From an optimization exercise on the open Yosys and OpenROAD flow, aimed at small area; shortcuts taken in it are not production practice. In this exercise RTL edits were held to simulation tests only and were not proved equivalent to the original.

--- flow/constraint.sdc ---
create_clock -name core_clock -period 40.0 [get_ports {AUD_BCLK}]
set_input_delay 8.0000 -clock core_clock [delete_from_list [all_inputs] [get_ports {AUD_BCLK}]]
set_output_delay 8.0000 -clock core_clock [all_outputs]
set_load 0.01 [all_outputs]
--- flow/design.v ---
module lp_ch(input [15:0] y, input [12:0] t1, input c1, output [15:0] yn);
wire pos = ~y[15];
wire [7:0] uh = y[15:8];
wire [7:0] ul = y[7:0];
wire [13:0] m;
wire a1 = uh[0] | 1'b0;
wire a2 = uh[0] ^ 1'b0;
wire a3, a4;
assign a3 = uh[1] ^ a1; assign a4 = uh[1] | a1;
wire a5, a6;
fa a5_c(uh[2], a4, ~pos, a5, a6);
wire a7, a8;
fa a7_c(uh[0], pos, ~uh[3], a7, a8);
wire a9 = ~a6 & a7;
wire a10 = a6 ^ a7;
wire a11, a12;
fa a11_c(uh[1], ul[0], a8, a11, a12);
wire a13, a14;
fa a13_c(a9, a11, ~uh[4], a13, a14);
wire a15, a16;
fa a15_c(uh[2], ul[1], a12, a15, a16);
wire a17, a18;
fa a17_c(a14, a15, ~uh[5], a17, a18);
wire a19, a20;
fa a19_c(uh[3], ul[2], a16, a19, a20);
wire a21, a22;
fa a21_c(a18, a19, ~uh[6], a21, a22);
wire a23, a24;
fa a23_c(uh[4], uh[7], ul[3], a23, a24);
wire a25, a26;
fa a25_c(pos, a20, a22, a25, a26);
wire a27, a28;
fa a27_c(a23, a25, ~1'b0, a27, a28);
wire a29, a30;
fa a29_c(uh[5], ul[4], a24, a29, a30);
wire a31, a32;
fa a31_c(a26, a28, a29, a31, a32);
wire a33 = ~1'b0 & a31;
wire a34 = 1'b0 ^ a31;
wire a35, a36;
fa a35_c(uh[6], ul[5], a30, a35, a36);
wire a37, a38;
fa a37_c(a32, a33, a35, a37, a38);
wire a39 = ~1'b0 & a37;
wire a40 = 1'b0 ^ a37;
wire a41, a42;
fa a41_c(ul[6], a36, a38, a41, a42);
wire a43, a44;
fa a43_c(a39, a41, ~uh[7], a43, a44);
wire a45, a46;
fa a45_c(ul[7], a42, a44, a45, a46);
wire a47 = ~1'b0 & a45;
wire a48 = 1'b0 ^ a45;
wire a49, a50;
fa a49_c(a46, a47, ~1'b0, a49, a50);
wire a51 = 1'b0 ^ a50;
assign m[0] = a2;
assign m[1] = a3;
assign m[2] = ~a5;
assign m[3] = ~a10;
assign m[4] = a13;
assign m[5] = a17;
assign m[6] = a21;
assign m[7] = a27;
assign m[8] = ~a34;
assign m[9] = ~a40;
assign m[10] = a43;
assign m[11] = ~a48;
assign m[12] = a49;
assign m[13] = ~a51;
wire [6:0] mh = m[13:7];
wire [6:0] ml = m[6:0];
wire [9:0] p;
wire b1, b2;
ha b1_c(mh[0], ~ml[0], b1, b2);
wire b3, b4;
fa b3_c(mh[1], b2, ~ml[1], b3, b4);
wire b5, b6;
ha b5_c(mh[0], mh[2], b5, b6);
wire b7, b8;
fa b7_c(b4, b5, ~ml[2], b7, b8);
wire b9, b10;
fa b9_c(mh[0], mh[1], mh[3], b9, b10);
wire b11, b12;
ha b11_c(b6, b8, b11, b12);
wire b13, b14;
fa b13_c(b9, b11, ~ml[3], b13, b14);
wire b15, b16;
fa b15_c(mh[1], mh[2], mh[4], b15, b16);
wire b17, b18;
fa b17_c(b10, b12, b14, b17, b18);
wire b19, b20;
fa b19_c(b15, b17, ~ml[4], b19, b20);
wire b21, b22;
fa b21_c(mh[2], mh[3], mh[5], b21, b22);
wire b23, b24;
fa b23_c(b16, b18, b20, b23, b24);
wire b25, b26;
fa b25_c(b21, b23, ~ml[5], b25, b26);
wire b27, b28;
ha b27_c(mh[3], mh[4], b27, b28);
wire b29, b30;
fa b29_c(b22, b24, b26, b29, b30);
wire b31, b32;
fa b31_c(ml[6], mh[6], ~b27, b31, b32);
wire b33 = ~b29 & b31;
wire b34 = b29 ^ b31;
wire b35, b36;
ha b35_c(mh[4], mh[5], b35, b36);
wire b37, b38;
fa b37_c(b28, b30, b35, b37, b38);
wire b39, b40;
fa b39_c(b32, b33, ~b37, b39, b40);
wire b41, b42;
fa b41_c(mh[5], b36, b38, b41, b42);
wire b43, b44;
fa b43_c(mh[6], b40, ~b41, b43, b44);
wire b45 = mh[6] ^ b44 ^ ~b42;
assign p[0] = ~b1;
assign p[1] = ~b3;
assign p[2] = ~b7;
assign p[3] = ~b13;
assign p[4] = ~b19;
assign p[5] = ~b25;
assign p[6] = ~b34;
assign p[7] = b39;
assign p[8] = b43;
assign p[9] = b45;
wire g1 = $signed(p) >= 10'sd141;
wire l0 = p[9];
wire l1 = $signed(p) < -10'sd141;
wire l2 = $signed(p) < -10'sd282;
wire l3 = $signed(p) < -10'sd423;
wire f1, f2;
fa f1_c(t1[0], c1, y[0], f1, f2);
wire f3, f4;
fa f3_c(l0, l1, l2, f3, f4);
wire f5, f6;
fa f5_c(l3, f1, f3, f5, f6);
wire f7, f8;
fa f7_c(uh[0], mh[0], g1, f7, f8);
wire f9, f10;
ha f9_c(f7, ~f5, f9, f10);
wire f11, f12;
fa f11_c(t1[1], y[1], f2, f11, f12);
wire f13, f14;
fa f13_c(f4, f6, f11, f13, f14);
wire f15, f16;
fa f15_c(uh[1], mh[1], f8, f15, f16);
wire f17, f18;
fa f17_c(f10, f15, ~f13, f17, f18);
wire f19, f20;
fa f19_c(t1[2], y[2], uh[0], f19, f20);
wire f21, f22;
fa f21_c(f12, f14, f19, f21, f22);
wire f23, f24;
fa f23_c(uh[2], mh[2], f16, f23, f24);
wire f25, f26;
fa f25_c(f18, f23, ~f21, f25, f26);
wire f27, f28;
fa f27_c(t1[3], y[3], uh[1], f27, f28);
wire f29, f30;
fa f29_c(f20, f22, f27, f29, f30);
wire f31, f32;
fa f31_c(uh[3], mh[3], f24, f31, f32);
wire f33, f34;
fa f33_c(f26, f31, ~f29, f33, f34);
wire f35, f36;
fa f35_c(t1[4], y[4], uh[2], f35, f36);
wire f37, f38;
fa f37_c(f28, f30, f35, f37, f38);
wire f39, f40;
fa f39_c(uh[4], mh[4], f32, f39, f40);
wire f41, f42;
fa f41_c(f34, f39, ~f37, f41, f42);
wire f43, f44;
fa f43_c(t1[5], y[5], uh[3], f43, f44);
wire f45, f46;
fa f45_c(f36, f38, f43, f45, f46);
wire f47, f48;
fa f47_c(uh[0], uh[5], mh[5], f47, f48);
wire f49, f50;
ha f49_c(f40, f42, f49, f50);
wire f51, f52;
fa f51_c(f47, f49, ~f45, f51, f52);
wire f53, f54;
fa f53_c(t1[6], y[6], uh[4], f53, f54);
wire f55, f56;
fa f55_c(mh[6], f44, f46, f55, f56);
wire f57, f58;
ha f57_c(uh[1], uh[6], f57, f58);
wire f59, f60;
fa f59_c(f48, f50, f52, f59, f60);
wire f61, f62;
fa f61_c(f53, f55, ~f57, f61, f62);
wire f63 = ~f59 & f61;
wire f64 = f59 ^ f61;
wire f65, f66;
fa f65_c(t1[7], y[7], uh[5], f65, f66);
wire f67, f68;
fa f67_c(uh[7], f54, f56, f67, f68);
wire f69, f70;
fa f69_c(f62, f63, f65, f69, f70);
wire f71, f72;
fa f71_c(uh[2], f58, f60, f71, f72);
wire f73, f74;
fa f73_c(f67, f69, ~f71, f73, f74);
wire f75, f76;
fa f75_c(t1[8], y[8], uh[6], f75, f76);
wire f77, f78;
fa f77_c(f66, f68, f70, f77, f78);
wire f79, f80;
fa f79_c(f74, f75, f77, f79, f80);
wire f81, f82;
ha f81_c(uh[3], f72, f81, f82);
wire f83 = f79 & ~f81;
wire f84 = f79 ^ f81;
wire f85, f86;
fa f85_c(t1[9], y[9], f76, f85, f86);
wire f87, f88;
fa f87_c(f78, f80, f83, f87, f88);
wire f89, f90;
fa f89_c(uh[4], uh[7], f82, f89, f90);
wire f91, f92;
fa f91_c(f85, f87, ~f89, f91, f92);
wire f93, f94;
fa f93_c(t1[10], y[10], f86, f93, f94);
wire f95, f96;
fa f95_c(f88, f92, f93, f95, f96);
wire f97, f98;
ha f97_c(uh[5], f90, f97, f98);
wire f99 = f95 & ~f97;
wire f100 = f95 ^ f97;
wire f101, f102;
fa f101_c(t1[11], y[11], f94, f101, f102);
wire f103, f104;
fa f103_c(f96, f99, f101, f103, f104);
wire f105, f106;
ha f105_c(uh[6], f98, f105, f106);
wire f107 = f103 & ~f105;
wire f108 = f103 ^ f105;
wire f109, f110;
fa f109_c(y[12], uh[7], f102, f109, f110);
wire f111, f112;
fa f111_c(f104, f107, f109, f111, f112);
wire f113, f114;
ha f113_c(t1[12], f106, f113, f114);
wire f115 = f111 & ~f113;
wire f116 = f111 ^ f113;
wire f117, f118;
fa f117_c(y[13], f110, f112, f117, f118);
wire f119, f120;
fa f119_c(f115, f117, ~f114, f119, f120);
wire f121, f122;
fa f121_c(y[14], f118, f120, f121, f122);
wire f123 = ~1'b0 & f121;
wire f124 = 1'b0 ^ f121;
wire f125 = f122 ^ f123 ^ ~y[15];
assign yn[0] = ~f9;
assign yn[1] = ~f17;
assign yn[2] = ~f25;
assign yn[3] = ~f33;
assign yn[4] = ~f41;
assign yn[5] = ~f51;
assign yn[6] = ~f64;
assign yn[7] = f73;
assign yn[8] = ~f84;
assign yn[9] = f91;
assign yn[10] = ~f100;
assign yn[11] = ~f108;
assign yn[12] = ~f116;
assign yn[13] = f119;
assign yn[14] = ~f124;
assign yn[15] = f125;
endmodule
module hp_ch(input [14:0] h, input [15:0] x, input [15:0] xp, output [14:0] q);
wire [17:0] u;
wire s1, s2;
fa s1_c(h[0], x[0], ~xp[0], s1, s2);
wire s3 = ~1'b0 & s1;
wire s4 = 1'b0 ^ s1;
wire s5, s6;
fa s5_c(h[1], x[1], s2, s5, s6);
wire s7, s8;
fa s7_c(s3, s5, ~xp[1], s7, s8);
wire s9, s10;
fa s9_c(h[2], x[2], s6, s9, s10);
wire s11, s12;
fa s11_c(s8, s9, ~xp[2], s11, s12);
wire s13, s14;
fa s13_c(h[3], x[3], s10, s13, s14);
wire s15, s16;
fa s15_c(s12, s13, ~xp[3], s15, s16);
wire s17, s18;
fa s17_c(h[4], x[4], s14, s17, s18);
wire s19, s20;
fa s19_c(s16, s17, ~xp[4], s19, s20);
wire s21, s22;
fa s21_c(h[5], x[5], s18, s21, s22);
wire s23, s24;
fa s23_c(s20, s21, ~xp[5], s23, s24);
wire s25, s26;
fa s25_c(h[6], x[6], s22, s25, s26);
wire s27, s28;
fa s27_c(s24, s25, ~xp[6], s27, s28);
wire s29, s30;
fa s29_c(h[7], x[7], s26, s29, s30);
wire s31, s32;
fa s31_c(s28, s29, ~xp[7], s31, s32);
wire s33, s34;
fa s33_c(h[8], x[8], s30, s33, s34);
wire s35, s36;
fa s35_c(s32, s33, ~xp[8], s35, s36);
wire s37, s38;
fa s37_c(h[9], x[9], s34, s37, s38);
wire s39, s40;
fa s39_c(s36, s37, ~xp[9], s39, s40);
wire s41, s42;
fa s41_c(h[10], x[10], s38, s41, s42);
wire s43, s44;
fa s43_c(s40, s41, ~xp[10], s43, s44);
wire s45, s46;
fa s45_c(h[11], x[11], s42, s45, s46);
wire s47, s48;
fa s47_c(s44, s45, ~xp[11], s47, s48);
wire s49, s50;
fa s49_c(h[12], x[12], s46, s49, s50);
wire s51, s52;
fa s51_c(s48, s49, ~xp[12], s51, s52);
wire s53, s54;
fa s53_c(h[13], x[13], s50, s53, s54);
wire s55, s56;
fa s55_c(s52, s53, ~xp[13], s55, s56);
wire s57, s58;
fa s57_c(x[14], s54, s56, s57, s58);
wire s59, s60;
ha s59_c(h[14], xp[14], s59, s60);
wire s61 = s57 & ~s59;
wire s62 = s57 ^ s59;
wire s63, s64;
fa s63_c(xp[15], s58, s61, s63, s64);
wire s65, s66;
ha s65_c(x[15], s60, s65, s66);
wire s67 = s63 & ~s65;
wire s68 = s63 ^ s65;
wire s69, s70;
fa s69_c(s64, s67, ~s66, s69, s70);
wire s71 = 1'b0 ^ s70;
assign u[0] = ~s4;
assign u[1] = s7;
assign u[2] = s11;
assign u[3] = s15;
assign u[4] = s19;
assign u[5] = s23;
assign u[6] = s27;
assign u[7] = s31;
assign u[8] = s35;
assign u[9] = s39;
assign u[10] = s43;
assign u[11] = s47;
assign u[12] = s51;
assign u[13] = s55;
assign u[14] = ~s62;
assign u[15] = ~s68;
assign u[16] = s69;
assign u[17] = ~s71;
wire neg = u[17];
wire [9:0] uh = u[17:8];
wire [7:0] ul = u[7:0];
wire [13:0] m;
wire a1 = uh[0] | 1'b0;
wire a2 = uh[0] ^ 1'b0;
wire a3, a4;
assign a3 = uh[1] ^ a1; assign a4 = uh[1] | a1;
wire a5, a6;
fa a5_c(uh[2], a4, ~neg, a5, a6);
wire a7, a8;
fa a7_c(uh[0], neg, ~uh[3], a7, a8);
wire a9 = ~a6 & a7;
wire a10 = a6 ^ a7;
wire a11, a12;
fa a11_c(uh[1], ul[0], a8, a11, a12);
wire a13, a14;
fa a13_c(a9, a11, ~uh[4], a13, a14);
wire a15, a16;
fa a15_c(uh[2], ul[1], a12, a15, a16);
wire a17, a18;
fa a17_c(a14, a15, ~uh[5], a17, a18);
wire a19, a20;
fa a19_c(uh[3], ul[2], a16, a19, a20);
wire a21, a22;
fa a21_c(a18, a19, ~uh[6], a21, a22);
wire a23, a24;
fa a23_c(uh[4], ul[3], neg, a23, a24);
wire a25, a26;
fa a25_c(a20, a22, a23, a25, a26);
wire a27 = ~uh[7] & a25;
wire a28 = uh[7] ^ a25;
wire a29, a30;
fa a29_c(uh[5], ul[4], a24, a29, a30);
wire a31, a32;
fa a31_c(a26, a27, a29, a31, a32);
wire a33 = ~uh[8] & a31;
wire a34 = uh[8] ^ a31;
wire a35, a36;
fa a35_c(uh[6], uh[9], ul[5], a35, a36);
wire a37, a38;
fa a37_c(a30, a32, a33, a37, a38);
wire a39, a40;
fa a39_c(a35, a37, ~1'b0, a39, a40);
wire a41, a42;
fa a41_c(uh[7], ul[6], a36, a41, a42);
wire a43, a44;
fa a43_c(a38, a40, a41, a43, a44);
wire a45 = ~1'b0 & a43;
wire a46 = 1'b0 ^ a43;
wire a47, a48;
fa a47_c(uh[8], ul[7], a42, a47, a48);
wire a49, a50;
fa a49_c(a44, a45, a47, a49, a50);
wire a51 = ~1'b0 & a49;
wire a52 = 1'b0 ^ a49;
wire a53, a54;
fa a53_c(a48, a50, a51, a53, a54);
wire a55 = ~uh[9] & a53;
wire a56 = uh[9] ^ a53;
wire a57 = a54 ^ a55 ^ ~1'b0;
assign m[0] = a2;
assign m[1] = a3;
assign m[2] = ~a5;
assign m[3] = ~a10;
assign m[4] = a13;
assign m[5] = a17;
assign m[6] = a21;
assign m[7] = ~a28;
assign m[8] = ~a34;
assign m[9] = a39;
assign m[10] = ~a46;
assign m[11] = ~a52;
assign m[12] = ~a56;
assign m[13] = a57;
wire [6:0] mh = m[13:7];
wire [6:0] ml = m[6:0];
wire [10:0] p;
wire b1, b2;
ha b1_c(mh[0], ~ml[0], b1, b2);
wire b3, b4;
fa b3_c(mh[1], b2, ~ml[1], b3, b4);
wire b5, b6;
ha b5_c(mh[0], mh[2], b5, b6);
wire b7, b8;
fa b7_c(b4, b5, ~ml[2], b7, b8);
wire b9, b10;
fa b9_c(mh[0], mh[1], mh[3], b9, b10);
wire b11, b12;
ha b11_c(b6, b8, b11, b12);
wire b13, b14;
fa b13_c(b9, b11, ~ml[3], b13, b14);
wire b15, b16;
fa b15_c(mh[1], mh[2], mh[4], b15, b16);
wire b17, b18;
fa b17_c(b10, b12, b14, b17, b18);
wire b19, b20;
fa b19_c(b15, b17, ~ml[4], b19, b20);
wire b21, b22;
fa b21_c(mh[2], mh[3], mh[5], b21, b22);
wire b23, b24;
fa b23_c(b16, b18, b20, b23, b24);
wire b25, b26;
fa b25_c(b21, b23, ~ml[5], b25, b26);
wire b27, b28;
ha b27_c(mh[3], mh[4], b27, b28);
wire b29, b30;
fa b29_c(b22, b24, b26, b29, b30);
wire b31, b32;
fa b31_c(ml[6], mh[6], ~b27, b31, b32);
wire b33 = ~b29 & b31;
wire b34 = b29 ^ b31;
wire b35, b36;
ha b35_c(mh[4], mh[5], b35, b36);
wire b37, b38;
fa b37_c(b28, b30, b35, b37, b38);
wire b39, b40;
fa b39_c(b32, b33, ~b37, b39, b40);
wire b41, b42;
fa b41_c(mh[5], b36, b38, b41, b42);
wire b43, b44;
fa b43_c(mh[6], b40, ~b41, b43, b44);
wire b45, b46;
fa b45_c(mh[6], b44, ~b42, b45, b46);
wire b47 = 1'b0 ^ b46;
assign p[0] = ~b1;
assign p[1] = ~b3;
assign p[2] = ~b7;
assign p[3] = ~b13;
assign p[4] = ~b19;
assign p[5] = ~b25;
assign p[6] = ~b34;
assign p[7] = b39;
assign p[8] = b43;
assign p[9] = b45;
assign p[10] = ~b47;
wire g1 = $signed(p) >= 11'sd141;
wire g2 = $signed(p) >= 11'sd282;
wire g3 = $signed(p) >= 11'sd423;
wire l0 = p[10];
wire l1 = $signed(p) < -11'sd141;
wire l2 = $signed(p) < -11'sd282;
wire l3 = $signed(p) < -11'sd423;
wire l4 = $signed(p) < -11'sd564;
wire l5 = $signed(p) < -11'sd705;
wire f1, f2;
fa f1_c(uh[0], mh[0], g1, f1, f2);
wire f3, f4;
fa f3_c(g2, g3, f1, f3, f4);
wire f5, f6;
fa f5_c(l0, l1, l2, f5, f6);
wire f7, f8;
fa f7_c(l3, l4, l5, f7, f8);
wire f9, f10;
fa f9_c(f5, f7, ~f3, f9, f10);
wire f11, f12;
fa f11_c(uh[1], mh[1], f2, f11, f12);
wire f13, f14;
ha f13_c(f6, f8, f13, f14);
wire f15, f16;
fa f15_c(f4, f11, ~f10, f15, f16);
wire f17 = ~f13 & f15;
wire f18 = f13 ^ f15;
wire f19, f20;
fa f19_c(uh[2], mh[2], f12, f19, f20);
wire f21, f22;
fa f21_c(f16, f17, f19, f21, f22);
wire f23, f24;
ha f23_c(uh[0], f14, f23, f24);
wire f25 = f21 & ~f23;
wire f26 = f21 ^ f23;
wire f27, f28;
fa f27_c(uh[3], mh[3], f20, f27, f28);
wire f29, f30;
fa f29_c(f22, f25, f27, f29, f30);
wire f31, f32;
ha f31_c(uh[1], f24, f31, f32);
wire f33 = f29 & ~f31;
wire f34 = f29 ^ f31;
wire f35, f36;
fa f35_c(uh[4], mh[4], f28, f35, f36);
wire f37, f38;
fa f37_c(f30, f33, f35, f37, f38);
wire f39, f40;
ha f39_c(uh[2], f32, f39, f40);
wire f41 = f37 & ~f39;
wire f42 = f37 ^ f39;
wire f43, f44;
fa f43_c(uh[0], uh[5], mh[5], f43, f44);
wire f45, f46;
fa f45_c(f36, f38, f41, f45, f46);
wire f47, f48;
ha f47_c(uh[3], f40, f47, f48);
wire f49, f50;
fa f49_c(f43, f45, ~f47, f49, f50);
wire f51, f52;
fa f51_c(uh[1], uh[6], f44, f51, f52);
wire f53, f54;
fa f53_c(f46, f50, f51, f53, f54);
wire f55, f56;
fa f55_c(uh[4], mh[6], f48, f55, f56);
wire f57 = f53 & ~f55;
wire f58 = f53 ^ f55;
wire f59, f60;
fa f59_c(uh[2], uh[7], f52, f59, f60);
wire f61, f62;
fa f61_c(f54, f57, f59, f61, f62);
wire f63, f64;
ha f63_c(uh[5], f56, f63, f64);
wire f65 = f61 & ~f63;
wire f66 = f61 ^ f63;
wire f67, f68;
fa f67_c(uh[3], uh[8], f60, f67, f68);
wire f69, f70;
fa f69_c(f62, f65, f67, f69, f70);
wire f71, f72;
ha f71_c(uh[6], f64, f71, f72);
wire f73 = f69 & ~f71;
wire f74 = f69 ^ f71;
wire f75, f76;
fa f75_c(uh[4], f68, f70, f75, f76);
wire f77, f78;
fa f77_c(uh[7], uh[9], f72, f77, f78);
wire f79, f80;
fa f79_c(f73, f75, ~f77, f79, f80);
wire f81, f82;
fa f81_c(uh[5], f76, f80, f81, f82);
wire f83, f84;
ha f83_c(uh[8], f78, f83, f84);
wire f85 = f81 & ~f83;
wire f86 = f81 ^ f83;
wire f87, f88;
fa f87_c(uh[6], uh[9], f82, f87, f88);
wire f89, f90;
fa f89_c(f85, f87, ~f84, f89, f90);
wire f91, f92;
fa f91_c(uh[7], f88, f90, f91, f92);
wire f93 = ~1'b0 & f91;
wire f94 = 1'b0 ^ f91;
wire f95, f96;
fa f95_c(uh[8], f92, f93, f95, f96);
wire f97 = ~1'b0 & f95;
wire f98 = 1'b0 ^ f95;
wire f99 = f96 ^ f97 ^ ~uh[9];
assign q[0] = ~f9;
assign q[1] = ~f18;
assign q[2] = ~f26;
assign q[3] = ~f34;
assign q[4] = ~f42;
assign q[5] = f49;
assign q[6] = ~f58;
assign q[7] = ~f66;
assign q[8] = ~f74;
assign q[9] = f79;
assign q[10] = ~f86;
assign q[11] = f89;
assign q[12] = ~f94;
assign q[13] = ~f98;
assign q[14] = f99;
endmodule
module ec_ch(input [15:0] x, input [15:0] xp, output [15:0] y);
wire [13:0] xq = ~xp[15:2];
wire c = xp[15] | ~(xp[1] | xp[0]);
wire s1, s2;
fa s1_c(x[0], xp[0], xq[0], s1, s2);
wire s3, s4;
ha s3_c(c, s1, s3, s4);
wire s5, s6;
fa s5_c(x[1], xp[1], xq[1], s5, s6);
wire s7, s8;
fa s7_c(s2, s4, s5, s7, s8);
wire s9, s10;
fa s9_c(x[2], xp[2], xq[2], s9, s10);
wire s11, s12;
fa s11_c(s6, s8, s9, s11, s12);
wire s13, s14;
fa s13_c(x[3], xp[3], xq[3], s13, s14);
wire s15, s16;
fa s15_c(s10, s12, s13, s15, s16);
wire s17, s18;
fa s17_c(x[4], xp[4], xq[4], s17, s18);
wire s19, s20;
fa s19_c(s14, s16, s17, s19, s20);
wire s21, s22;
fa s21_c(x[5], xp[5], xq[5], s21, s22);
wire s23, s24;
fa s23_c(s18, s20, s21, s23, s24);
wire s25, s26;
fa s25_c(x[6], xp[6], xq[6], s25, s26);
wire s27, s28;
fa s27_c(s22, s24, s25, s27, s28);
wire s29, s30;
fa s29_c(x[7], xp[7], xq[7], s29, s30);
wire s31, s32;
fa s31_c(s26, s28, s29, s31, s32);
wire s33, s34;
fa s33_c(x[8], xp[8], xq[8], s33, s34);
wire s35, s36;
fa s35_c(s30, s32, s33, s35, s36);
wire s37, s38;
fa s37_c(x[9], xp[9], xq[9], s37, s38);
wire s39, s40;
fa s39_c(s34, s36, s37, s39, s40);
wire s41, s42;
fa s41_c(x[10], xp[10], xq[10], s41, s42);
wire s43, s44;
fa s43_c(s38, s40, s41, s43, s44);
wire s45, s46;
fa s45_c(x[11], xp[11], xq[11], s45, s46);
wire s47, s48;
fa s47_c(s42, s44, s45, s47, s48);
wire s49, s50;
fa s49_c(x[12], xp[12], xq[12], s49, s50);
wire s51, s52;
fa s51_c(s46, s48, s49, s51, s52);
wire s53, s54;
fa s53_c(x[13], xp[13], s50, s53, s54);
wire s55, s56;
fa s55_c(s52, s53, ~xq[13], s55, s56);
wire s57 = ~1'b0 & s55;
wire s58 = 1'b0 ^ s55;
wire s59, s60;
fa s59_c(x[14], xp[14], s54, s59, s60);
wire s61, s62;
fa s61_c(s56, s57, s59, s61, s62);
wire s63 = ~1'b0 & s61;
wire s64 = 1'b0 ^ s61;
wire s65 = s60 ^ s62 ^ s63;
wire s66 = x[15] ^ xp[15] ^ 1'b0;
wire s67 = s65 ^ s66;
assign y[0] = s3;
assign y[1] = s7;
assign y[2] = s11;
assign y[3] = s15;
assign y[4] = s19;
assign y[5] = s23;
assign y[6] = s27;
assign y[7] = s31;
assign y[8] = s35;
assign y[9] = s39;
assign y[10] = s43;
assign y[11] = s47;
assign y[12] = s51;
assign y[13] = ~s58;
assign y[14] = ~s64;
assign y[15] = ~s67;
endmodule
module fa(input a, input b, input c, output s, output co);
assign s = a ^ b ^ c;
assign co = (a & b) | (a & c) | (b & c);
endmodule
module ha(input a, input b, output s, output co);
assign s = a ^ b;
assign co = a & b;
endmodule
module audio_core
(
	input AUD_BCLK,
	input rst,
	input [2:0]SW,
	input AUD_ADCLRCK,
	input AUD_ADCDAT,
	input AUD_DACLRCK,
	output AUD_DACDAT
);
reg [5:0] adc_cnt;
reg [31:0] adc_shift;
reg [31:0] x;
always @(posedge AUD_BCLK)
	adc_shift <= {adc_shift[30:0], AUD_ADCDAT};
always @(posedge AUD_BCLK or negedge rst)
begin
	if (rst == 1'b0)
		adc_cnt <= 6'd0;
	else if (adc_cnt == 6'd33)
		adc_cnt <= 6'd0;
	else if (adc_cnt != 6'd0 || AUD_ADCLRCK)
		adc_cnt <= adc_cnt + 6'd1;
end
reg [7:0] r;
reg [8:0] q;
wire sign_bit = (adc_cnt == 6'd1) || (adc_cnt == 6'd17);
wire [8:0] t = {r, AUD_ADCDAT};
wire ge = (t >= 9'd141);
wire [8:0] tm = t - 9'd141;
always @(posedge AUD_BCLK)
begin
	if (sign_bit) begin
		r <= AUD_ADCDAT ? 8'd140 : 8'd0;
		q <= {9{AUD_ADCDAT}};
	end else begin
		r <= ge ? tm[7:0] : t[7:0];
		q <= {q[7:0], ge};
	end
end
reg [3:0] g;
always @(*)
begin
	case (r)
		8'd0: g = 4'd0;
		8'd1: g = 4'd0;
		8'd2: g = 4'd0;
		8'd3: g = 4'd0;
		8'd4: g = 4'd0;
		8'd5: g = 4'd0;
		8'd6: g = 4'd0;
		8'd7: g = 4'd0;
		8'd8: g = 4'd0;
		8'd9: g = 4'd1;
		8'd10: g = 4'd1;
		8'd11: g = 4'd1;
		8'd12: g = 4'd1;
		8'd13: g = 4'd1;
		8'd14: g = 4'd1;
		8'd15: g = 4'd1;
		8'd16: g = 4'd1;
		8'd17: g = 4'd1;
		8'd18: g = 4'd2;
		8'd19: g = 4'd2;
		8'd20: g = 4'd2;
		8'd21: g = 4'd2;
		8'd22: g = 4'd2;
		8'd23: g = 4'd2;
		8'd24: g = 4'd2;
		8'd25: g = 4'd2;
		8'd26: g = 4'd2;
		8'd27: g = 4'd3;
		8'd28: g = 4'd3;
		8'd29: g = 4'd3;
		8'd30: g = 4'd3;
		8'd31: g = 4'd3;
		8'd32: g = 4'd3;
		8'd33: g = 4'd3;
		8'd34: g = 4'd3;
		8'd35: g = 4'd3;
		8'd36: g = 4'd4;
		8'd37: g = 4'd4;
		8'd38: g = 4'd4;
		8'd39: g = 4'd4;
		8'd40: g = 4'd4;
		8'd41: g = 4'd4;
		8'd42: g = 4'd4;
		8'd43: g = 4'd4;
		8'd44: g = 4'd4;
		8'd45: g = 4'd5;
		8'd46: g = 4'd5;
		8'd47: g = 4'd5;
		8'd48: g = 4'd5;
		8'd49: g = 4'd5;
		8'd50: g = 4'd5;
		8'd51: g = 4'd5;
		8'd52: g = 4'd5;
		8'd53: g = 4'd6;
		8'd54: g = 4'd6;
		8'd55: g = 4'd6;
		8'd56: g = 4'd6;
		8'd57: g = 4'd6;
		8'd58: g = 4'd6;
		8'd59: g = 4'd6;
		8'd60: g = 4'd6;
		8'd61: g = 4'd6;
		8'd62: g = 4'd7;
		8'd63: g = 4'd7;
		8'd64: g = 4'd7;
		8'd65: g = 4'd7;
		8'd66: g = 4'd7;
		8'd67: g = 4'd7;
		8'd68: g = 4'd7;
		8'd69: g = 4'd7;
		8'd70: g = 4'd7;
		8'd71: g = 4'd8;
		8'd72: g = 4'd8;
		8'd73: g = 4'd8;
		8'd74: g = 4'd8;
		8'd75: g = 4'd8;
		8'd76: g = 4'd8;
		8'd77: g = 4'd8;
		8'd78: g = 4'd8;
		8'd79: g = 4'd8;
		8'd80: g = 4'd9;
		8'd81: g = 4'd9;
		8'd82: g = 4'd9;
		8'd83: g = 4'd9;
		8'd84: g = 4'd9;
		8'd85: g = 4'd9;
		8'd86: g = 4'd9;
		8'd87: g = 4'd9;
		8'd88: g = 4'd9;
		8'd89: g = 4'd10;
		8'd90: g = 4'd10;
		8'd91: g = 4'd10;
		8'd92: g = 4'd10;
		8'd93: g = 4'd10;
		8'd94: g = 4'd10;
		8'd95: g = 4'd10;
		8'd96: g = 4'd10;
		8'd97: g = 4'd11;
		8'd98: g = 4'd11;
		8'd99: g = 4'd11;
		8'd100: g = 4'd11;
		8'd101: g = 4'd11;
		8'd102: g = 4'd11;
		8'd103: g = 4'd11;
		8'd104: g = 4'd11;
		8'd105: g = 4'd11;
		8'd106: g = 4'd12;
		8'd107: g = 4'd12;
		8'd108: g = 4'd12;
		8'd109: g = 4'd12;
		8'd110: g = 4'd12;
		8'd111: g = 4'd12;
		8'd112: g = 4'd12;
		8'd113: g = 4'd12;
		8'd114: g = 4'd12;
		8'd115: g = 4'd13;
		8'd116: g = 4'd13;
		8'd117: g = 4'd13;
		8'd118: g = 4'd13;
		8'd119: g = 4'd13;
		8'd120: g = 4'd13;
		8'd121: g = 4'd13;
		8'd122: g = 4'd13;
		8'd123: g = 4'd13;
		8'd124: g = 4'd14;
		8'd125: g = 4'd14;
		8'd126: g = 4'd14;
		8'd127: g = 4'd14;
		8'd128: g = 4'd14;
		8'd129: g = 4'd14;
		8'd130: g = 4'd14;
		8'd131: g = 4'd14;
		8'd132: g = 4'd14;
		8'd133: g = 4'd15;
		8'd134: g = 4'd15;
		8'd135: g = 4'd15;
		8'd136: g = 4'd15;
		8'd137: g = 4'd15;
		8'd138: g = 4'd15;
		8'd139: g = 4'd15;
		8'd140: g = 4'd15;
		default: g = 4'd15;
	endcase
end
wire [13:0] t1_now = {q, g, q[8] & (r != 8'd0)};
reg [13:0] t1_saved;
always @(posedge AUD_BCLK)
	if (adc_cnt == 6'd17)
		t1_saved <= t1_now;
reg [13:0] t1L, t1R;
always @(posedge AUD_BCLK or negedge rst)
begin
	if (rst == 1'b0) begin
		x <= 32'd0;
		t1L <= 14'd0;
		t1R <= 14'd0;
	end else if (adc_cnt == 6'd33) begin
		x <= adc_shift;
		t1L <= t1_saved;
		t1R <= t1_now;
	end
end
reg [31:0] xp;
reg [15:0] lpL, lpR;
reg [14:0] hpL, hpR;
wire [15:0] lpL_n, lpR_n, ecL, ecR;
wire [14:0] hpL_n, hpR_n;
lp_ch lp_left(lpL, t1L[13:1], t1L[0], lpL_n);
lp_ch lp_right(lpR, t1R[13:1], t1R[0], lpR_n);
hp_ch hp_left(hpL, x[31:16], xp[31:16], hpL_n);
hp_ch hp_right(hpR, x[15:0], xp[15:0], hpR_n);
ec_ch ec_left(x[31:16], xp[31:16], ecL);
ec_ch ec_right(x[15:0], xp[15:0], ecR);
always @(posedge AUD_BCLK or negedge rst)
begin
	if (rst == 1'b0) begin
		xp <= 32'd0;
		lpL <= 16'd0;
		lpR <= 16'd0;
		hpL <= 15'd0;
		hpR <= 15'd0;
	end else if (AUD_DACLRCK) begin
		xp <= x;
		lpL <= lpL_n;
		lpR <= lpR_n;
		hpL <= hpL_n;
		hpR <= hpR_n;
	end
end
reg [31:0] currentDACData;
always @(*)
begin
	case (SW)
		3'b001: currentDACData = {lpL_n, lpR_n};
		3'b010: currentDACData = {hpL_n[14], hpL_n, hpR_n[14], hpR_n};
		3'b100: currentDACData = {ecL, ecR};
		default: currentDACData = x;
	endcase
end
reg [5:0] dac_cnt;
reg dac_top;
reg [31:0] dac_ring;
wire dac_idle = (dac_cnt == 6'd0);
always @(posedge AUD_BCLK or negedge rst)
begin
	if (rst == 1'b0)
		dac_cnt <= 6'd0;
	else if (dac_cnt == 6'd33)
		dac_cnt <= 6'd0;
	else if (!dac_idle || AUD_DACLRCK)
		dac_cnt <= dac_cnt + 6'd1;
end
always @(posedge AUD_BCLK or negedge rst)
begin
	if (rst == 1'b0)
		dac_top <= 1'b0;
	else
		dac_top <= dac_idle ? currentDACData[31] : dac_ring[31];
end
always @(posedge AUD_BCLK)
	dac_ring <= dac_idle ? {currentDACData[30:0], currentDACData[31]} : {dac_ring[30:0], dac_top};
assign AUD_DACDAT = dac_top;
endmodule
--- flow/run.sh ---
#!/bin/bash
# synth_recipe.tcl (not shown) runs the flow's synth.tcl, then flattens the netlist and writes it again
# the make line also repeats each setting of config.mk as NAME=value (left out here)
make -C /OpenROAD-flow-scripts/flow DESIGN_CONFIG=/design/flow/config.mk WORK_HOME=/design/flow/orfs CLKGATE_MAP_FILE= SYNTH_SCRIPT=/design/flow/synth_recipe.tcl finish
--- flow/config.mk ---
export PLATFORM = sky130hd
export DESIGN_NAME = audio_core
export DESIGN_NICKNAME = audio_core
export VERILOG_FILES = /design/flow/design.v
export SDC_FILE = /design/flow/constraint.sdc
export NUM_CORES = 4
export LEC_CHECK = 0
export CAP_MARGIN = 20
export CORE_MARGIN = 2
export CORE_UTILIZATION = 65
export CTS_BUF_LIST = sky130_fd_sc_hd__clkbuf_8
export CTS_CLUSTER_DIAMETER = 60
export CTS_CLUSTER_SIZE = 16
export PLACE_DENSITY = 0.75
export SLEW_MARGIN = 20
export SYNTH_HIERARCHICAL = 1
export SYNTH_MINIMUM_KEEP_SIZE = 0
==> results of run 1 <==
## path summary, 6_finish.rpt
check,from,end,cells after the start
worst max-delay path,x[16]$_DFFE_PN0N_,dac_top$_DFF_PN0_,80
min in group asynchronous,rst,dac_cnt[2]$_DFFE_PN0P_,1
max in group asynchronous,rst,xp[16]$_DFFE_PN0P_,2
worst max register to register,x[16]$_DFFE_PN0N_,dac_top$_DFF_PN0_,80
worst min register to register,adc_shift[29]$_DFF_P_,adc_shift[30]$_DFF_P_,0
worst min-delay path,adc_shift[29]$_DFF_P_,adc_shift[30]$_DFF_P_,0
## final cells by class
cell class	count	area share [%]
well taps	455	2.449
flip-flops and latches	266	27.11
multi-input cells	1162	63.10
inverters	253	4.102
clock inverters	19	0.9528
clock buffers	28	1.658
repair buffers	17	0.6298
## per-module statistics from Yosys (local to each module, per instance)
module      flip-flops and latches  cells inside  area [µm²]
audio_core                     266           845       10560
hp_ch                            0           124       757.0
lp_ch                            0            76       436.7
ec_ch                            0            32       201.4
fa                               0             1       20.02
ha                               0             1       12.51
## metrics by stage
| step | std cells | util, % | hold slack (ns) | area, µm² |
|---|---|---|---|---|
| finish | 2200 | 67.79 | 0.3396 | 23240 |
| global route | 2200 | 67.79 | 0.3623 | 23240 |
| detailed placement | 2153 | 66.02 | 0.3365 | 22640 |
| global placement | 2153 | 66.02 | 0.3315 | 22640 |
| CTS | 2200 | 67.79 | 0.3420 | 23240 |
| floorplan | 1789 | - | 0.3272 | 22510 |
## state kept, by name, summed over array words and instances (netlist names), 4 cells and up
| register | count |
|---|---|
| dac_cnt | 6 |
| lpR | 16 |
| adc_cnt | 6 |
| dac_ring | 32 |
| g | 4 |
| hpL | 15 |
| xp | 32 |
| lpL | 16 |
| q | 9 |
| t1_saved | 14 |
| hpR | 15 |
| t1R | 14 |
| x | 32 |
| t1L | 14 |
| adc_shift | 32 |
| r | 8 |
## per-layer routing
metal	track usage [%]	part of all wire, %
met1	38.42	44
met5	0	0
met4	6.321	2.1
met3	3.726	4.2
met2	45.23	50
## cell usage in the layout (no fill, tap or decap), drive strengths merged, types with 22 or more instances in the layout
cell type / instances
a22oi: 32
inv: 261
mux2: 155
nand2: 72
dfxtp: 85
nor3: 27
a221oi: 34
clkbuf: 28
o21ai: 42
nor2: 59
a21oi: 22
dfrtp: 167
fa: 422
ha: 112
## logic make-up (layout without fill, tap and decap cells)
kind of cell	after synthesis	in the layout	synth area share, %
buffers and inverters	361	317	6.978
adder cells (fa/ha/maj)	534	534	43.77
other	4	6	0.06670
AO/OA/AOI/OAI	206	206	6.900
flip-flops	266	266	28.00
XOR/XNOR	26	26	1.134
AND/OR/NAND/NOR	230	230	5.115
multiplexers	160	160	8.034
## critical path, delay by kind of cell, from the launching register on
family,cells,cell delay [ns]
AO/OA/AOI/OAI,3,0.80
XOR/XNOR,2,0.43
adder cells (fa/ha/maj),69,28.73
buffers and inverters,4,0.47
flip-flops,1,0.46
AND/OR/NAND/NOR,2,0.41
==> results by group, run 1 <==
Worst setup path
  – CP max stage cell: fa_1
  – Critical setup path kind: reg -> reg
  – Crit-path max FO: 11
  – CP Launch Type: flip-flop
  – Crit path arrival time: 31.89 ns
  – Most frequent CP cell: fa_1
  – CP endpoint kind: flip-flop
  – Required time worst endpoint: 40.52 ns
  – Max incr delay on CP: 0.69 ns
  – Worst R2R Setup Slack: 8.63 ns

Yosys
  – Seq cells post-synth: 266
  – Cell taking the most area after synthesis: fa_1
  – Syn Area/Cell: 12.59 µm²
  – Synthesized cell area: 22500 µm²
  – Seq/Total Area, Yosys: 28.00%
  – Share of flip-flops with an asynchronous set or reset: between 60% and 70%
  – Area contributors post-synth: fa_1 38%, dfrtp_1 19%, mux2_2 7.7%, dfxtp_1 7.6%, ha_1 6.2%
  – Yosys cell types: 81
  – Yosys Warn Count: 7
  – EDFF count, synth: 14
  – Share of the synthesized area in the top cell type: 37.54%
  – Commonest cells in the netlist: 422 x fa_1, 247 x inv_1, 167 x dfrtp_1
  – Most used flip-flop cell after synthesis: dfrtp_1
  – Gate Count Post-Synth: 1787
  – Count leader, synth: fa_1

Cells and area
  – Layout fillers: 2474
  – Area growth syn-to-layout: 3.291%
  – Sequential cell area: 6301 µm²
  – # diodes: 0
  – Multi-input gate area: roughly 15000 µm²
  – Share of post-route cells with drive strength above 1: 13.98%
  – Layout Nets: 2268

Route
  – Routed Antenna Nets: 0
  – Drt total wl: 44540 µm
  – Drt pass-1 iters: 5
  – Via-per-instance ratio: just under 6
  – Avg WL per Cell: between 20 and 25 µm
  – First DRT Iteration DRCs: around 700
  – Via count: 12910
  – Post-route DRC: 0

STA
  – Post-route worst setup slack: 8.634 ns
  – Slew Viols, Final: 0
  – Fmax achieved: 31.88 MHz
  – Worst slew pin tran: 1.056 ns
  – Slew headroom: 29.57%
  – Final setup viols: 0
  – Skew final: 0.02408 ns
  – RSZ-0062 raised after global routing: false
  – TNS Setup: 0 ns
  – Tcrit/Tclk final: approximately four fifths
  – Fin. Hold Viols: 0
  – Tmin final: roughly 31 ns

CTS
  – Buffer levels on the longest clock path: 3
  – Worst-Skew Late Latency: 0.59 ns
  – Root Buffer: clkbuf_8
  – CTS Sinks: between 200 and 300
  – H-tree depth: 1
  – CTS Buf Count: 26
  – TritonCTS clock tree: done
  – CTS resizes: 0
  – Reg clk slew, reported paths: 0.11 ns
  – Post-CTS Setup Bufs: 0
  – Post-CTS Hold Buffers: 0

Floorplanning
  – Die height: 190.1 µm
  – Die width: 190.1 µm
  – Core Region: 34290 µm²
  – Die outline area: 36120 µm²
  – Std cell rows: 68
  – Initial Utilization: about two thirds
  – # IOs: 9

Global routing
  – Congestion Overflow GR: 0
  – Pin count of the biggest net entering global routing: 73
  – Initial antenna violation count: 0
  – Vias in the first global route: approximately 15000
  – First-pass GRT wire length: 76820 µm
  – Gr usage total: between 20 and 30%

Outcome
  – Status: complete, no violations

Min path
  – Worst hold path class: reg -> reg

Place
  – IO buf count: 8
  – Hpwl dp: roughly 35000 µm
  – RePlAce Congestion: 0.8874
  – Worst slack, placed: 8.530 ns

Flow run
  – Max Cap Violations: 0
==> run 2: changes to the inputs <==
==> flow/config.mk (replaced) <==
export PLATFORM = sky130hd
export DESIGN_NAME = audio_core
export DESIGN_NICKNAME = audio_core
export VERILOG_FILES = /design/flow/design.v
export SDC_FILE = /design/flow/constraint.sdc
export NUM_CORES = 4
export LEC_CHECK = 0
export CAP_MARGIN = 20
export CORE_MARGIN = 2
export CORE_UTILIZATION = 40
export SLEW_MARGIN = 20
export SYNTH_HIERARCHICAL = 1
export SYNTH_MINIMUM_KEEP_SIZE = 0
==> run 2 against run 1 <==
Via count is 1.4% lower. Synthesized area is the same. First-iteration DRC count shrank 9.0%. Synthesized cell count is the same. Fmax is 0.17% higher. Final cell count rose by 14%. Critical endpoint unchanged. Highest routed layer unchanged.
==> results by group, run 2 <==
Yosys
  – Seq cells post-synth: 266
  – Share of the synthesized area in the top cell type: 37.54%
  – Area contributors post-synth: fa_1 38%, dfrtp_1 19%, mux2_2 7.7%, dfxtp_1 7.6%, ha_1 6.2%
  – Share of flip-flops with an asynchronous set or reset: between 60% and 70%
  – Seq/Total Area, Yosys: 28.00%
  – Commonest cells in the netlist: 422 x fa_1, 247 x inv_1, 167 x dfrtp_1
  – Count leader, synth: fa_1
  – Cell taking the most area after synthesis: fa_1
  – Yosys cell types: 81
  – Syn Area/Cell: 12.59 µm²
  – Synthesized cell area: 22500 µm²
  – Yosys Warn Count: 7
  – Most used flip-flop cell after synthesis: dfrtp_1
  – EDFF count, synth: 14
  – Gate Count Post-Synth: roughly 1800

CTS
  – Worst-Skew Late Latency: 0.58 ns
  – CTS resizes: 0
  – TritonCTS clock tree: done
  – Post-CTS Setup Bufs: 0
  – Reg clk slew, reported paths: about 0.060 ns
  – Buffer levels on the longest clock path: 3
  – Root Buffer: clkbuf_16
  – H-tree depth: 1
  – Post-CTS Hold Buffers: 0
  – CTS Buf Count: 31
  – CTS Sinks: 266

Outcome
  – Status: complete, no violations

Route
  – Via-per-instance ratio: 5.081
  – Avg WL per Cell: 18.30 µm
  – Routed Antenna Nets: 0
  – Drt total wl: 45850 µm
  – Via count: 12730
  – Post-route DRC: 0
  – Drt pass-1 iters: 6
  – First DRT Iteration DRCs: 654

STA
  – Worst slew pin tran: around 0.99 ns
  – Tcrit/Tclk final: 78.28%
  – Tmin final: ~31 ns
  – Slew headroom: around 34%
  – Fin. Hold Viols: 0
  – Final setup viols: 0
  – TNS Setup: 0 ns
  – Skew final: 0.01587 ns
  – Slew Viols, Final: 0
  – Fmax achieved: 31.94 MHz
  – RSZ-0062 raised after global routing: false

Place
  – Dpl cell area: about 23000 µm²
  – RePlAce Congestion: 0.8327
  – Hpwl dp: approximately 36000 µm
  – IO buf count: 8

Global routing
  – Initial antenna violation count: 0
  – Pin count of the biggest net entering global routing: 68
  – Gr usage total: 17.14%
  – First-pass GRT wire length: 78870 µm
  – Congestion Overflow GR: 0
  – Vias in the first global route: between 10000 and 15000

Worst setup path
  – CP endpoint kind: flip-flop
  – Buf+Inv Stages, Crit Path: 4
  – Most frequent CP cell: fa_1
  – Required time worst endpoint: around 40 ns
  – Critical setup path kind: reg -> reg
  – Crit-path max FO: 11
  – CP Launch Type: flip-flop
  – CP max stage cell: fa_1
  – Max incr delay on CP: ~0.70 ns
  – Crit path arrival time: 31.83 ns
  – Top Family by Delay on Critical Path: adder cells

Cells and area
  – Layout fillers: 5079
  – Layout Nets: 2274
  – Area growth syn-to-layout: 7.100%
  – Layout Cell Area excl Fill: 24100 µm²
  – Commonest non-fill, non-tap cells in the layout: 422 x fa_1, 247 x inv_1, 167 x dfrtp_1
  – Share of post-route cells with drive strength above 1: 14.34%
  – # diodes: 0
  – Final Util: around 44%
  – Commonest non-fill, non-tap cell in the layout: fa_1

Min path
  – Worst hold path class: reg -> reg

Floorplanning
  – Core Region: approximately 55000 µm²
  – Initial Utilization: 40.69%
  – Die outline area: 58170 µm²
  – Die height: 241.2 µm
  – # IOs: 9
  – Std cell rows: 86
  – Die width: 241.2 µm

Flow run
  – Max Cap Violations: 0
[run 2: cell types whose count changed in the layout (fill, tap and decap cells not counted), moves of 2 or more]
cell	before	now
clkbuf_1	0	8
clkbuf_8	28	4
clkbuf_16	0	31
bufinv_16	3	5
inv_4	1	3
clkinv_8	2	0
inv_1	251	247
[run 2: metrics by stage]
stage	hold slack (ns)	instances	worst slack (ns)
after CTS	0.3495	2505	8.447
final	0.3466	2505	8.688
after floorplan	0.3272	1789	9.803
after global routing	0.3498	2505	7.241
after global placement	0.3346	2447	8.792
after detailed placement	0.3343	2447	8.509
[run 2: routing by layer]
layer	routed length, µm	global-route usage [%]	vias up	part of all wire [%]
met1	21790	25.20	6678	48
li1	-	-	5739	-
met2	21530	27.34	252	47
met5	0	0	-	0
met4	892	3.891	0	1.9
met3	1642	1.990	58	3.6
[run 2: final cells by class]
cell class              count  area (µm²)  area share (%)
multi-input cells        1162       14670           60.88
well taps                 748       935.9           3.883
flip-flops and latches    266        6301           26.14
clock buffers              43       860.8           3.572
inverters                 253       953.4           3.956
repair buffers             18       153.9          0.6386
clock inverters            15       224.0          0.9293
[run 2: logic make-up after synthesis]
group	after synthesis	synth area share, %
xor gates and xnor gates	26	1.134
muxes	160	8.034
AOI/OAI and AO/OA	206	6.900
and+or+nand+nor	230	5.115
adders and majority gates	534	43.77
buffers and inverters	361	6.978
other	4	0.06670
DFF	266	28.00
[run 2: worst paths after layout]
check,from,to,slack (ns),cells past startpoint
max,x[16]$_DFFE_PN0N_,dac_top$_DFF_PN0_,8.69,80
min,adc_shift[1]$_DFF_P_,adc_shift[2]$_DFF_P_,0.35,0
max reg2reg,x[16]$_DFFE_PN0N_,dac_top$_DFF_PN0_,8.69,80
min reg2reg,adc_shift[1]$_DFF_P_,adc_shift[2]$_DFF_P_,0.35,0
max in group asynchronous,rst,xp[2]$_DFFE_PN0P_,31.30,2
min in group asynchronous,rst,dac_cnt[2]$_DFFE_PN0P_,7.39,1
[run 2: Yosys stat by module (local to each module, per instance)]
module | flip-flops and latches | copies in the design | cell area, µm²
audio_core | 266 | 1 | 10560
hp_ch | 0 | 2 | 757.0
lp_ch | 0 | 2 | 436.7
ec_ch | 0 | 2 | 201.4
fa | 0 | 422 | 20.02
ha | 0 | 56 | 12.51
==> run 3: changes to the inputs <==
--- a/flow/config.mk
+++ b/flow/config.mk
@@ -7,7 +7,11 @@
 export LEC_CHECK = 0
 export CAP_MARGIN = 20
 export CORE_MARGIN = 2
-export CORE_UTILIZATION = 40
+export CORE_UTILIZATION = 65
+export CTS_BUF_LIST = sky130_fd_sc_hd__clkbuf_16
+export CTS_CLUSTER_DIAMETER = 100
+export CTS_CLUSTER_SIZE = 30
+export PLACE_DENSITY = 0.75
 export SLEW_MARGIN = 20
 export SYNTH_HIERARCHICAL = 1
 export SYNTH_MINIMUM_KEEP_SIZE = 0
==> run 3 against run 2 <==
Synthesized cell count is the same. Die area shrank 38%. Largest cell class unchanged. Via count grew 0.89%. Routed wire length shrank 3.4%. Non-clock buffer count shrank 1. Synthesized area is the same. Sequential cell count is the same. Fmax is essentially flat.
==> results by group, run 3 <==
Outcome
  – Status: complete, no violations

Cells and area
  – Area growth syn-to-layout: 2.675%
  – Commonest non-fill, non-tap cells in the layout: 422 x fa_1, 250 x inv_1, 167 x dfrtp_1
  – Fin cells: 2177
  – # diodes: 0
  – Layout Cell Area excl Fill: 23100 µm²
  – Layout Nets: about 2300
  – Share of post-route cells with drive strength above 1: 12.89%
  – Commonest non-fill, non-tap cell in the layout: fa_1

Min path
  – Hold Crit Endpoint: adc_shift[3]$_DFF_P_
  – Hold Crit Depth: 0
  – Worst hold path class: reg -> reg
  – Worst hold start: adc_shift[2]$_DFF_P_

CTS
  – CTS resizes: 0
  – Root Buffer: clkbuf_16
  – Post-CTS Hold Buffers: 0
  – CTS Sinks: 266
  – Post-CTS Setup Bufs: 0
  – Buffer levels on the longest clock path: 3
  – Reg clk slew, reported paths: 0.12 ns
  – TritonCTS clock tree: done
  – H-tree depth: 1
  – Worst-Skew Late Latency: roughly 0.5 ns
  – CTS Buf Count: 14

Worst setup path
  – CP Launch Type: flip-flop
  – Reg2Reg Launch Point: x[16]$_DFFE_PN0N_
  – CP max stage cell: fa_1
  – Most frequent CP cell: fa_1
  – Required time worst endpoint: 40.46 ns
  – Critical setup path kind: reg -> reg
  – Worst R2R Setup Slack: around 8.7 ns
  – CP endpoint kind: flip-flop
  – Crit-path max FO: 11
  – R2R cell count: 80
  – Max incr delay on CP: 0.69 ns
  – Crit path arrival time: 31.75 ns
  – Worst R2R End: dac_ring[0]$_DFF_P_

STA
  – Tcrit/Tclk final: 78.22%
  – RSZ-0062 raised after global routing: false
  – Worst hold margin: around 0.35 ns
  – Final setup viols: 0
  – TNS Setup: 0 ns
  – Skew final: 0.03594 ns
  – Tmin final: between 30 and 40 ns
  – Worst slew pin tran: approximately 1.1 ns
  – Slew headroom: ~29%
  – Fmax achieved: 31.96 MHz
  – Fin. Hold Viols: 0
  – Slew Viols, Final: 0

Route
  – Via count: 12840
  – Post-route DRC: 0
  – Avg WL per Cell: between 20 and 25 µm
  – Via-per-instance ratio: 5.898
  – Routed Antenna Nets: 0
  – Drt pass-1 iters: 5
  – First DRT Iteration DRCs: 718
  – Drt total wl: 44280 µm

Global routing
  – Pin count of the biggest net entering global routing: 73
  – Congestion Overflow GR: 0
  – Vias in the first global route: 14430
  – Met3 usage: 3.284%
  – Gr usage total: 26.86%
  – M2 GR Usage: 45.12%
  – Most Crowded Layer GR: met2
  – Initial antenna violation count: 0
  – First-pass GRT wire length: 76410 µm
  – GR Util met1: 38.38%

Flow run
  – Max Cap Violations: 0

Yosys
  – Share of flip-flops with an asynchronous set or reset: a little over three fifths
  – Cell taking the most area after synthesis: fa_1
  – Seq/Total Area, Yosys: about 28%
  – Commonest cells in the netlist: 422 x fa_1, 247 x inv_1, 167 x dfrtp_1
  – EDFF count, synth: 14
  – Yosys Warn Count: 7
  – Synthesized cell area: roughly 23000 µm²
  – Area contributors post-synth: fa_1 38%, dfrtp_1 19%, mux2_2 7.7%, dfxtp_1 7.6%, ha_1 6.2%
  – Syn Area/Cell: 12.59 µm²
  – Seq cells post-synth: 266
  – Count leader, synth: fa_1
  – Most used flip-flop cell after synthesis: dfrtp_1
  – Yosys cell types: 81
  – Gate Count Post-Synth: 1787
  – Share of the synthesized area in the top cell type: between 30% and 40%

Place
  – Dpl cell area: 22640 µm²
  – Hpwl dp: 35270 µm
  – RePlAce Congestion: 0.8874
  – Dpl cells: about 2200
  – IO buf count: 8

Floorplanning
  – Std cell rows: between 60 and 70
  – Die height: 190.1 µm
  – Die outline area: 36120 µm²
  – # IOs: 9
  – Die width: between 150 and 200 µm
  – Initial Utilization: roughly two thirds
  – Core Region: 34290 µm²
[run 3: per-layer routing]
metal,vias up,share of wire (%),routed length (µm)
met3,53,3.7,1622
met1,6855,44,19400
li1,5683,-,-
met5,-,0,0
met4,0,1.8,795
met2,249,51,22460
[run 3: metrics by stage]
step / util (%) / worst slack, ns
6_report: 67.38 / 8.713
4_1_cts: 67.38 / 8.543
3_5_place_dp: 66.02 / 8.530
3_3_place_gp: 66.02 / 8.976
2_1_floorplan: - / 9.803
5_1_grt: 67.38 / 7.353
[run 3: worst max-delay path, delay by kind of cell (launching register included)]
family,cells,cell delay [ns]
xor gates and xnor gates,2,0.43
buffers and inverters,4,0.46
adders and majority gates,69,28.72
DFF,1,0.47
and+or+nand+nor,2,0.41
AOI/OAI and AO/OA,3,0.78
[run 3: area by class of cell]
cell class	instances	area, µm²
clock buffer	15	375.4
timing repair buffer	17	146.4
fill	2479	11180
inverter	253	953.4
multi-input combinational	1162	14670
tap	455	569.3
clock inverter	9	92.59
sequential	266	6301
[run 3: worst max path at each step]
stage,startpoint,slack [ns],to
finish,x[16]$_DFFE_PN0N_,8.71,dac_ring[0]$_DFF_P_
global route,xp[16]$_DFFE_PN0P_,7.35,dac_top$_DFF_PN0_
CTS,x[16]$_DFFE_PN0N_,8.54,dac_ring[0]$_DFF_P_
detailed placement,x[16]$_DFFE_PN0N_,8.53,dac_top$_DFF_PN0_
global placement,x[16]$_DFFE_PN0N_,8.98,dac_top$_DFF_PN0_
floorplan,x[16]$_DFFE_PN0N_,9.80,dac_top$_DFF_PN0_
[run 3: kinds of logic (layout without fill, tap and decap cells)]
logic type               Yosys count  in the layout  share of synthesized area, %
AO/OA/AOI/OAI                    206            206                         6.900
multiplexers                     160            160                         8.034
other                              4              6                       0.06670
XOR/XNOR                          26             26                         1.134
buffers and inverters            361            294                         6.978
flip-flops                       266            266                         28.00
AND/OR/NAND/NOR                  230            230                         5.115
adder cells (fa/ha/maj)          534            534                         43.77
[run 3: per-module statistics from Yosys (local to each module, per instance)]
module      times used  cells
audio_core           1    845
hp_ch                2    124
lp_ch                2     76
ec_ch                2     32
fa                 422      1
ha                  56      1

[separate check: timing with driven ports]
The flow's constraints put no driver on any port. The routed layouts listed below were extracted and timed again, unchanged, in two steps.
Step 1: set_driving_cell puts a clkbuf_16 on AUD_BCLK and a buf_2 on each other input, an assumption about the parent block.
Step 2 moves the port delays by t, midway between the first and last clock arrival at a register: inputs arrive t later, outputs are due t later. That takes back most of the time a late clock gives input paths.
Slacks: no drivers / after step 1 / after step 2; pairs: no drivers / after step 1.
run | t (ns) | setup WS [ns] | hold WS [ns] | worst setup path after step 2 | cell pins on the clock port's net
run 1 | 0.635 | 8.634 / 8.634 / 8.634 | 0.340 / 0.340 / 0.340 | register to register | 1
run 2 | 0.631 | 8.688 / 8.688 / 8.688 | 0.347 / 0.347 / 0.347 | register to register | 1
run 3 | 0.546 | 8.713 / 8.713 / 8.713 | 0.355 / 0.355 / 0.355 | register to register | 1
After both steps setup and hold are still met in every run listed.
